This is an optimization exercise on Yosys and OpenROAD, whose aim is small area and a short achievable clock period, not a production implementation. In this exercise RTL edits were held to simulation tests only and were not proved equivalent to the original. Power is estimated from default activity; no workload was simulated.

==> inputs of v21 <==
==> flow/design.v <==
package riscv_pkg;
  localparam LOAD_OPCODE     = 5'b00_000;
  localparam MISC_MEM_OPCODE = 5'b00_011;
  localparam OP_IMM_OPCODE   = 5'b00_100;
  localparam AUIPC_OPCODE    = 5'b00_101;
  localparam STORE_OPCODE    = 5'b01_000;
  localparam OP_OPCODE       = 5'b01_100;
  localparam LUI_OPCODE      = 5'b01_101;
  localparam BRANCH_OPCODE   = 5'b11_000;
  localparam JALR_OPCODE     = 5'b11_001;
  localparam JAL_OPCODE      = 5'b11_011;
  localparam SYSTEM_OPCODE   = 5'b11_100;
  localparam MIE_ADDR        = 12'h304;
  localparam MTVEC_ADDR      = 12'h305;
  localparam MSCRATCH_ADDR   = 12'h340;
  localparam MEPC_ADDR       = 12'h341;
  localparam MCAUSE_ADDR     = 12'h342;
  localparam MRET_FIELD      = 12'h302;
  localparam IRQ_CAUSE       = 32'h10000010;
  localparam ILL_CAUSE       = 32'h00000002;
endpackage
module addr_add(
  input  logic [31:0] a_i,
  input  logic [11:0] imm_i,
  output logic [31:0] s_o
);
  assign s_o = a_i + {{20{imm_i[11]}}, imm_i};
endmodule
module alu_add(
  input  logic [31:0] a_i,
  input  logic [31:0] b_i,
  input  logic        sub_i,
  output logic [31:0] s_o,
  output logic        c_o
);
  assign {c_o, s_o} = {1'b0, a_i} + {1'b0, b_i ^ {32{sub_i}}} + {32'b0, sub_i};
endmodule
import riscv_pkg::*;
module riscv_core(
  input  logic        clk_i,
  input  logic        rst_i,
  output logic [31:0] instr_addr_o,
  input  logic [31:0] instr_i,
  output logic        mem_req_o,
  output logic        mem_we_o,
  output logic [ 3:0] mem_be_o,
  output logic [31:0] mem_addr_o,
  output logic [31:0] mem_wd_o,
  input  logic [31:0] mem_rd_i,
  input  logic        mem_ready_i,
  input  logic        irq_req_i,
  output logic        irq_ret_o
);
  logic [4:0] opc;
  logic [2:0] f3;
  logic [6:0] f7;
  logic       q;
  logic       load, fence, opimm, auipc, store, op, lui, branch, jalr, jal, mret, csr;
  logic       illegal, gpr_we;
  assign opc = instr_i[6:2];
  assign f3  = instr_i[14:12];
  assign f7  = instr_i[31:25];
  assign q   = (instr_i[1:0] == 2'b11);
  assign load   = q & (opc == LOAD_OPCODE) & (f3 != 3'd3) & (f3 != 3'd6) & (f3 != 3'd7);
  assign fence  = q & (opc == MISC_MEM_OPCODE) & (f3 == 3'd0);
  assign opimm  = q & (opc == OP_IMM_OPCODE) &
                  ((f3 == 3'd1) ? (f7 == 7'h00) :
                   (f3 == 3'd5) ? ((f7 == 7'h00) | (f7 == 7'h20)) : 1'b1);
  assign auipc  = q & (opc == AUIPC_OPCODE);
  assign store  = q & (opc == STORE_OPCODE) & (f3[2] == 1'b0) & (f3[1:0] != 2'b11);
  assign op     = q & (opc == OP_OPCODE) &
                  ((f7 == 7'h00) | ((f7 == 7'h20) & ((f3 == 3'd0) | (f3 == 3'd5))));
  assign lui    = q & (opc == LUI_OPCODE);
  assign branch = q & (opc == BRANCH_OPCODE) & (f3 != 3'd2) & (f3 != 3'd3);
  assign jalr   = q & (opc == JALR_OPCODE) & (f3 == 3'd0);
  assign jal    = q & (opc == JAL_OPCODE);
  assign mret   = q & (opc == SYSTEM_OPCODE) & (f3 == 3'd0) & (instr_i[31:20] == MRET_FIELD);
  assign csr    = q & (opc == SYSTEM_OPCODE) & (f3 != 3'd0) & (f3 != 3'd4);
  assign illegal = ~(load | fence | opimm | auipc | store | op | lui |
                     branch | jalr | jal | mret | csr);
  assign gpr_we  = load | opimm | auipc | op | lui | jalr | jal | csr;
  logic irq_q1, irq_q2, irq, trap;
  logic [31:0] mie, mtvec, mscratch, mepc, mcause;
  assign irq_ret_o = mret & ~irq_q1;
  assign irq       = irq_req_i & mie[0] & ~(illegal | irq_q1 | irq_q2);
  assign trap      = irq | illegal;
  always_ff @(posedge clk_i) begin
    if (rst_i) begin
      irq_q1 <= 1'b0;
      irq_q2 <= 1'b0;
    end else begin
      irq_q1 <= ~mret & (illegal | irq_q1);
      irq_q2 <= ~irq_ret_o & (irq_q2 | irq);
    end
  end
  logic [31:0] rf_mem [1:31];
  logic [31:0] rs1, rs2, wb_data;
  logic        stall, stall_reg, rf_we;
  assign rf_we = gpr_we & ~(stall | trap);
  always_ff @(posedge clk_i) begin
    for (int i = 1; i < 32; i++)
      if (rf_we && instr_i[11:7] == i[4:0])
        rf_mem[i] <= wb_data;
  end
  always_comb begin
    rs1 = '0;
    rs2 = '0;
    for (int i = 1; i < 32; i++) begin
      rs1 = rs1 | ({32{instr_i[19:15] == i[4:0]}} & rf_mem[i]);
      rs2 = rs2 | ({32{instr_i[24:20] == i[4:0]}} & rf_mem[i]);
    end
  end
  logic [31:0] imm_i, imm_s, imm_u, imm_b, imm_j, imm_ls;
  assign imm_i  = {{20{instr_i[31]}}, instr_i[31:20]};
  assign imm_s  = {{20{instr_i[31]}}, instr_i[31:25], instr_i[11:7]};
  assign imm_u  = {instr_i[31:12], 12'b0};
  assign imm_b  = {{19{instr_i[31]}}, instr_i[31], instr_i[7], instr_i[30:25], instr_i[11:8], 1'b0};
  assign imm_j  = {{11{instr_i[31]}}, instr_i[31], instr_i[19:12], instr_i[20], instr_i[30:21], 1'b0};
  assign imm_ls = (instr_i[5] & ~instr_i[6]) ? imm_s : imm_i;
  logic [31:0] addr;
  addr_add addr_adder(.a_i(rs1), .imm_i(imm_ls[11:0]), .s_o(addr));
  logic [31:0] alu_b, sum, alu_res, a_rev, sh_in, sh_out, sh_rev, shifted;
  logic        sub, cout, lt, ltu, eq, flag, left;
  assign alu_b = instr_i[5] ? rs2 : imm_i;
  assign sub   = instr_i[6] | (f3 != 3'd0) | (instr_i[5] & instr_i[30]);
  alu_add alu_adder(.a_i(rs1), .b_i(alu_b), .sub_i(sub), .s_o(sum), .c_o(cout));
  assign ltu = ~cout;
  assign lt  = (rs1[31] ^ alu_b[31]) ? rs1[31] : sum[31];
  assign eq  = (rs1 == rs2);
  always_comb begin
    for (int i = 0; i < 32; i++) a_rev[i] = rs1[31 - i];
  end
  assign left   = ~f3[2];
  assign sh_in  = left ? a_rev : rs1;
  assign sh_out = 32'($signed({instr_i[30] & f3[2] & rs1[31], sh_in}) >>> alu_b[4:0]);
  always_comb begin
    for (int i = 0; i < 32; i++) sh_rev[i] = sh_out[31 - i];
  end
  assign shifted = left ? sh_rev : sh_out;
  always_comb begin
    case (f3)
      3'd0:    alu_res = sum;
      3'd2:    alu_res = {31'b0, lt};
      3'd3:    alu_res = {31'b0, ltu};
      3'd4:    alu_res = rs1 ^ alu_b;
      3'd6:    alu_res = rs1 | alu_b;
      3'd7:    alu_res = rs1 & alu_b;
      default: alu_res = shifted;
    endcase
  end
  always_comb begin
    case (f3)
      3'd0:    flag = eq;
      3'd1:    flag = ~eq;
      3'd4:    flag = lt;
      3'd5:    flag = ~lt;
      3'd6:    flag = ltu;
      default: flag = ~ltu;
    endcase
  end
  logic [31:0] csr_rd, csr_src, csr_wd;
  logic        a_mie, a_mtvec, a_mscratch, a_mepc, a_mcause;
  assign a_mie      = (instr_i[31:20] == MIE_ADDR);
  assign a_mtvec    = (instr_i[31:20] == MTVEC_ADDR);
  assign a_mscratch = (instr_i[31:20] == MSCRATCH_ADDR);
  assign a_mepc     = (instr_i[31:20] == MEPC_ADDR);
  assign a_mcause   = (instr_i[31:20] == MCAUSE_ADDR);
  assign csr_rd = ({32{a_mie}}      & mie)      |
                  ({32{a_mtvec}}    & mtvec)    |
                  ({32{a_mscratch}} & mscratch) |
                  ({32{a_mepc}}     & mepc)     |
                  ({32{a_mcause}}   & mcause);
  assign csr_src = f3[2] ? {27'b0, instr_i[19:15]} : rs1;
  always_comb begin
    case (f3[1:0])
      2'b01:   csr_wd = csr_src;
      2'b10:   csr_wd = csr_src | csr_rd;
      2'b11:   csr_wd = ~csr_src & csr_rd;
      default: csr_wd = '0;
    endcase
  end
  always_ff @(posedge clk_i) begin
    if (rst_i)                 mie <= '0;
    else if (csr & a_mie)      mie <= csr_wd;
  end
  always_ff @(posedge clk_i) begin
    if (rst_i)                 mtvec <= '0;
    else if (csr & a_mtvec)    mtvec <= csr_wd;
  end
  always_ff @(posedge clk_i) begin
    if (rst_i)                    mscratch <= '0;
    else if (csr & a_mscratch)    mscratch <= csr_wd;
  end
  always_ff @(posedge clk_i) begin
    if (rst_i)                 mepc <= '0;
    else if (trap)             mepc <= pc;
    else if (csr & a_mepc)     mepc <= csr_wd;
  end
  always_ff @(posedge clk_i) begin
    if (rst_i)                 mcause <= '0;
    else if (trap)             mcause <= illegal ? ILL_CAUSE : IRQ_CAUSE;
    else if (csr & a_mcause)   mcause <= csr_wd;
  end
  logic [31:0] pc, pc4, pc_tgt, pc_next;
  assign pc4    = pc + 32'd4;
  assign pc_tgt = pc + (instr_i[3] ? imm_j : imm_b);
  always_comb begin
    if (mret)                       pc_next = mepc;
    else if (trap)                  pc_next = mtvec;
    else if (jalr)                  pc_next = {addr[31:1], 1'b0};
    else if (jal | (branch & flag)) pc_next = pc_tgt;
    else                            pc_next = pc4;
  end
  always_ff @(posedge clk_i) begin
    if (rst_i)       pc <= '0;
    else if (!stall) pc <= pc_next;
  end
  assign instr_addr_o = pc;
  logic [ 7:0] rbyte;
  logic [15:0] rhalf;
  logic [31:0] load_data;
  assign mem_req_o  = (load | store) & ~trap;
  assign mem_we_o   = store & ~trap;
  assign mem_addr_o = addr;
  assign stall = ~(stall_reg & mem_ready_i) & mem_req_o;
  always_ff @(posedge clk_i) begin
    if (rst_i) stall_reg <= 1'b0;
    else       stall_reg <= stall;
  end
  always_comb begin
    case (f3)
      3'd0:    mem_wd_o = {4{rs2[7:0]}};
      3'd1:    mem_wd_o = {2{rs2[15:0]}};
      default: mem_wd_o = rs2;
    endcase
  end
  always_comb begin
    case (f3)
      3'd0:    mem_be_o = 4'b0001 << addr[1:0];
      3'd1:    mem_be_o = addr[1] ? 4'b1100 : 4'b0011;
      default: mem_be_o = 4'b1111;
    endcase
  end
  assign rhalf = addr[1] ? mem_rd_i[31:16] : mem_rd_i[15:0];
  assign rbyte = addr[0] ? rhalf[15:8] : rhalf[7:0];
  always_comb begin
    if (f3[1])      load_data = mem_rd_i;
    else if (f3[0]) load_data = {{16{rhalf[15] & ~f3[2]}}, rhalf};
    else            load_data = {{24{rbyte[7] & ~f3[2]}}, rbyte};
  end
  always_comb begin
    if (load)              wb_data = load_data;
    else if (csr)          wb_data = csr_rd;
    else if (lui)          wb_data = imm_u;
    else if (auipc)        wb_data = pc + imm_u;
    else if (jal | jalr)   wb_data = pc4;
    else                   wb_data = alu_res;
  end
endmodule
module riscv_cpu(
  input  logic        clk_i,
  input  logic        rst_i,
  output logic [31:0] instr_addr_o,
  input  logic [31:0] instr_i,
  output logic        mem_req_o,
  output logic        mem_we_o,
  output logic [ 3:0] mem_be_o,
  output logic [31:0] mem_addr_o,
  output logic [31:0] mem_wd_o,
  input  logic [31:0] mem_rd_i,
  input  logic        mem_ready_i,
  input  logic        irq_req_i,
  output logic        irq_ret_o
);
  riscv_core core(
    .clk_i        (clk_i),
    .rst_i        (rst_i),
    .instr_addr_o (instr_addr_o),
    .instr_i      (instr_i),
    .mem_req_o    (mem_req_o),
    .mem_we_o     (mem_we_o),
    .mem_be_o     (mem_be_o),
    .mem_addr_o   (mem_addr_o),
    .mem_wd_o     (mem_wd_o),
    .mem_rd_i     (mem_rd_i),
    .mem_ready_i  (mem_ready_i),
    .irq_req_i    (irq_req_i),
    .irq_ret_o    (irq_ret_o)
  );
endmodule
==> flow/run.sh <==
#!/bin/bash
# synth_recipe.tcl (not shown) runs the flow's synth.tcl, then flattens the netlist and writes it again
# the make line also repeats each setting of config.mk as NAME=value (left out here)
make -C /OpenROAD-flow-scripts/flow DESIGN_CONFIG=/design/flow/config.mk WORK_HOME=/design/flow/orfs CLKGATE_MAP_FILE= SYNTH_SCRIPT=/design/flow/synth_recipe.tcl finish
==> flow/config.mk <==
export PLATFORM = sky130hd
export DESIGN_NAME = riscv_cpu
export DESIGN_NICKNAME = riscv_cpu
export VERILOG_FILES = /design/flow/design.v
export SDC_FILE = /design/flow/constraint.sdc
export NUM_CORES = 4
export LEC_CHECK = 0
export CAP_MARGIN = 20
export CORE_MARGIN = 4
export CORE_UTILIZATION = 35
export CTS_CLUSTER_SIZE = 30
export PLACE_DENSITY = 0.45
export SETUP_SLACK_MARGIN = 3.0
export SLEW_MARGIN = 20
export SYNTH_HIERARCHICAL = 1
export SYNTH_MINIMUM_KEEP_SIZE = 0
==> flow/constraint.sdc <==
create_clock -name core_clock -period 11.5 [get_ports {clk_i}]
set_input_delay 2.3000 -clock core_clock [delete_from_list [all_inputs] [get_ports {clk_i}]]
set_output_delay 2.3000 -clock core_clock [all_outputs]
set_load 0.01 [all_outputs]
==> inputs of v5, as changes to v21 <==
--- a/flow/design.v
+++ b/flow/design.v
@@ -179,31 +179,28 @@
       default: csr_wd = '0;
     endcase
   end
-  always_ff @(posedge clk_i) begin
-    if (rst_i)                 mie <= '0;
-    else if (csr & a_mie)      mie <= csr_wd;
-  end
-  always_ff @(posedge clk_i) begin
-    if (rst_i)                 mtvec <= '0;
-    else if (csr & a_mtvec)    mtvec <= csr_wd;
-  end
-  always_ff @(posedge clk_i) begin
-    if (rst_i)                    mscratch <= '0;
-    else if (csr & a_mscratch)    mscratch <= csr_wd;
-  end
-  always_ff @(posedge clk_i) begin
-    if (rst_i)                 mepc <= '0;
-    else if (trap)             mepc <= pc;
-    else if (csr & a_mepc)     mepc <= csr_wd;
-  end
-  always_ff @(posedge clk_i) begin
-    if (rst_i)                 mcause <= '0;
-    else if (trap)             mcause <= illegal ? ILL_CAUSE : IRQ_CAUSE;
-    else if (csr & a_mcause)   mcause <= csr_wd;
+  logic [31:0] csr_d, mepc_d, mcause_d;
+  assign csr_d    = rst_i ? '0 : csr_wd;
+  assign mepc_d   = rst_i ? '0 : trap ? pc : csr_wd;
+  assign mcause_d = rst_i ? '0 : trap ? (illegal ? ILL_CAUSE : IRQ_CAUSE) : csr_wd;
+  always_ff @(posedge clk_i) begin
+    if (rst_i | (csr & a_mie))               mie      <= csr_d;
+  end
+  always_ff @(posedge clk_i) begin
+    if (rst_i | (csr & a_mtvec))             mtvec    <= csr_d;
+  end
+  always_ff @(posedge clk_i) begin
+    if (rst_i | (csr & a_mscratch))          mscratch <= csr_d;
+  end
+  always_ff @(posedge clk_i) begin
+    if (rst_i | trap | (csr & a_mepc))       mepc     <= mepc_d;
+  end
+  always_ff @(posedge clk_i) begin
+    if (rst_i | trap | (csr & a_mcause))     mcause   <= mcause_d;
   end
   logic [31:0] pc, pc4, pc_tgt, pc_next;
   assign pc4    = pc + 32'd4;
-  assign pc_tgt = pc + (instr_i[3] ? imm_j : imm_b);
+  assign pc_tgt = pc + (~instr_i[6] ? imm_u : instr_i[3] ? imm_j : imm_b);
   always_comb begin
     if (mret)                       pc_next = mepc;
     else if (trap)                  pc_next = mtvec;
@@ -212,8 +209,7 @@
     else                            pc_next = pc4;
   end
   always_ff @(posedge clk_i) begin
-    if (rst_i)       pc <= '0;
-    else if (!stall) pc <= pc_next;
+    if (rst_i | ~stall) pc <= rst_i ? '0 : pc_next;
   end
   assign instr_addr_o = pc;
   logic [ 7:0] rbyte;
@@ -252,7 +248,7 @@
     if (load)              wb_data = load_data;
     else if (csr)          wb_data = csr_rd;
     else if (lui)          wb_data = imm_u;
-    else if (auipc)        wb_data = pc + imm_u;
+    else if (auipc)        wb_data = pc_tgt;
     else if (jal | jalr)   wb_data = pc4;
     else                   wb_data = alu_res;
   end
--- a/flow/config.mk
+++ b/flow/config.mk
@@ -8,9 +8,9 @@
 export CAP_MARGIN = 20
 export CORE_MARGIN = 4
 export CORE_UTILIZATION = 35
-export CTS_CLUSTER_SIZE = 30
 export PLACE_DENSITY = 0.45
-export SETUP_SLACK_MARGIN = 3.0
+export SETUP_SLACK_MARGIN = 2.6
 export SLEW_MARGIN = 20
 export SYNTH_HIERARCHICAL = 1
 export SYNTH_MINIMUM_KEEP_SIZE = 0
+export TNS_END_PERCENT = 5
==> summary of the runs <==
- v5 went through all stages and came out clean. v21 finished with capacitance limit, slew limit left.
- In v21 the clock skew is lower than in v5, by 0.0074 ns.
- Of v21 and v5, v21 has the higher power (gap about 0.44%, measured against v5).
- In v21 the first-iteration DRC count is smaller than in v5, by 2.5%.
- Between v21 and v5, the lower wire length is in v5 (gap 3.1%, measured against v5).

## port drivers added, routing unchanged
The results above use ideal ports. As a check the final layouts listed here were re-extracted and re-timed, cells and wires unchanged. Step 1 sets driving cells, clkbuf_16 on the clock port and buf_2 on the other inputs (assumed; they add their load-dependent delay and slew). Step 2, shift: input delay + t, output delay - t, t = (earliest + latest rising clock arrival at the registers) / 2. This alone moves slack from input paths to output paths. a / b / c = ideal ports / drivers / drivers and shift; a / b = the first two.
| run | t (ns) | slack for setup (ns) | slew at the worst register clock pin (ns) |
|---|---|---|---|
| v21 | 0.940 | 2.705 / 2.431 / 1.908 | 0.07 / 0.07 |
| v5 | 0.930 | 2.257 / 2.320 / 1.390 | 0.07 / 0.07 |
The setup slack of v5, which loses most, moves by +0.063 ns with the drivers and by -0.867 ns with both steps.
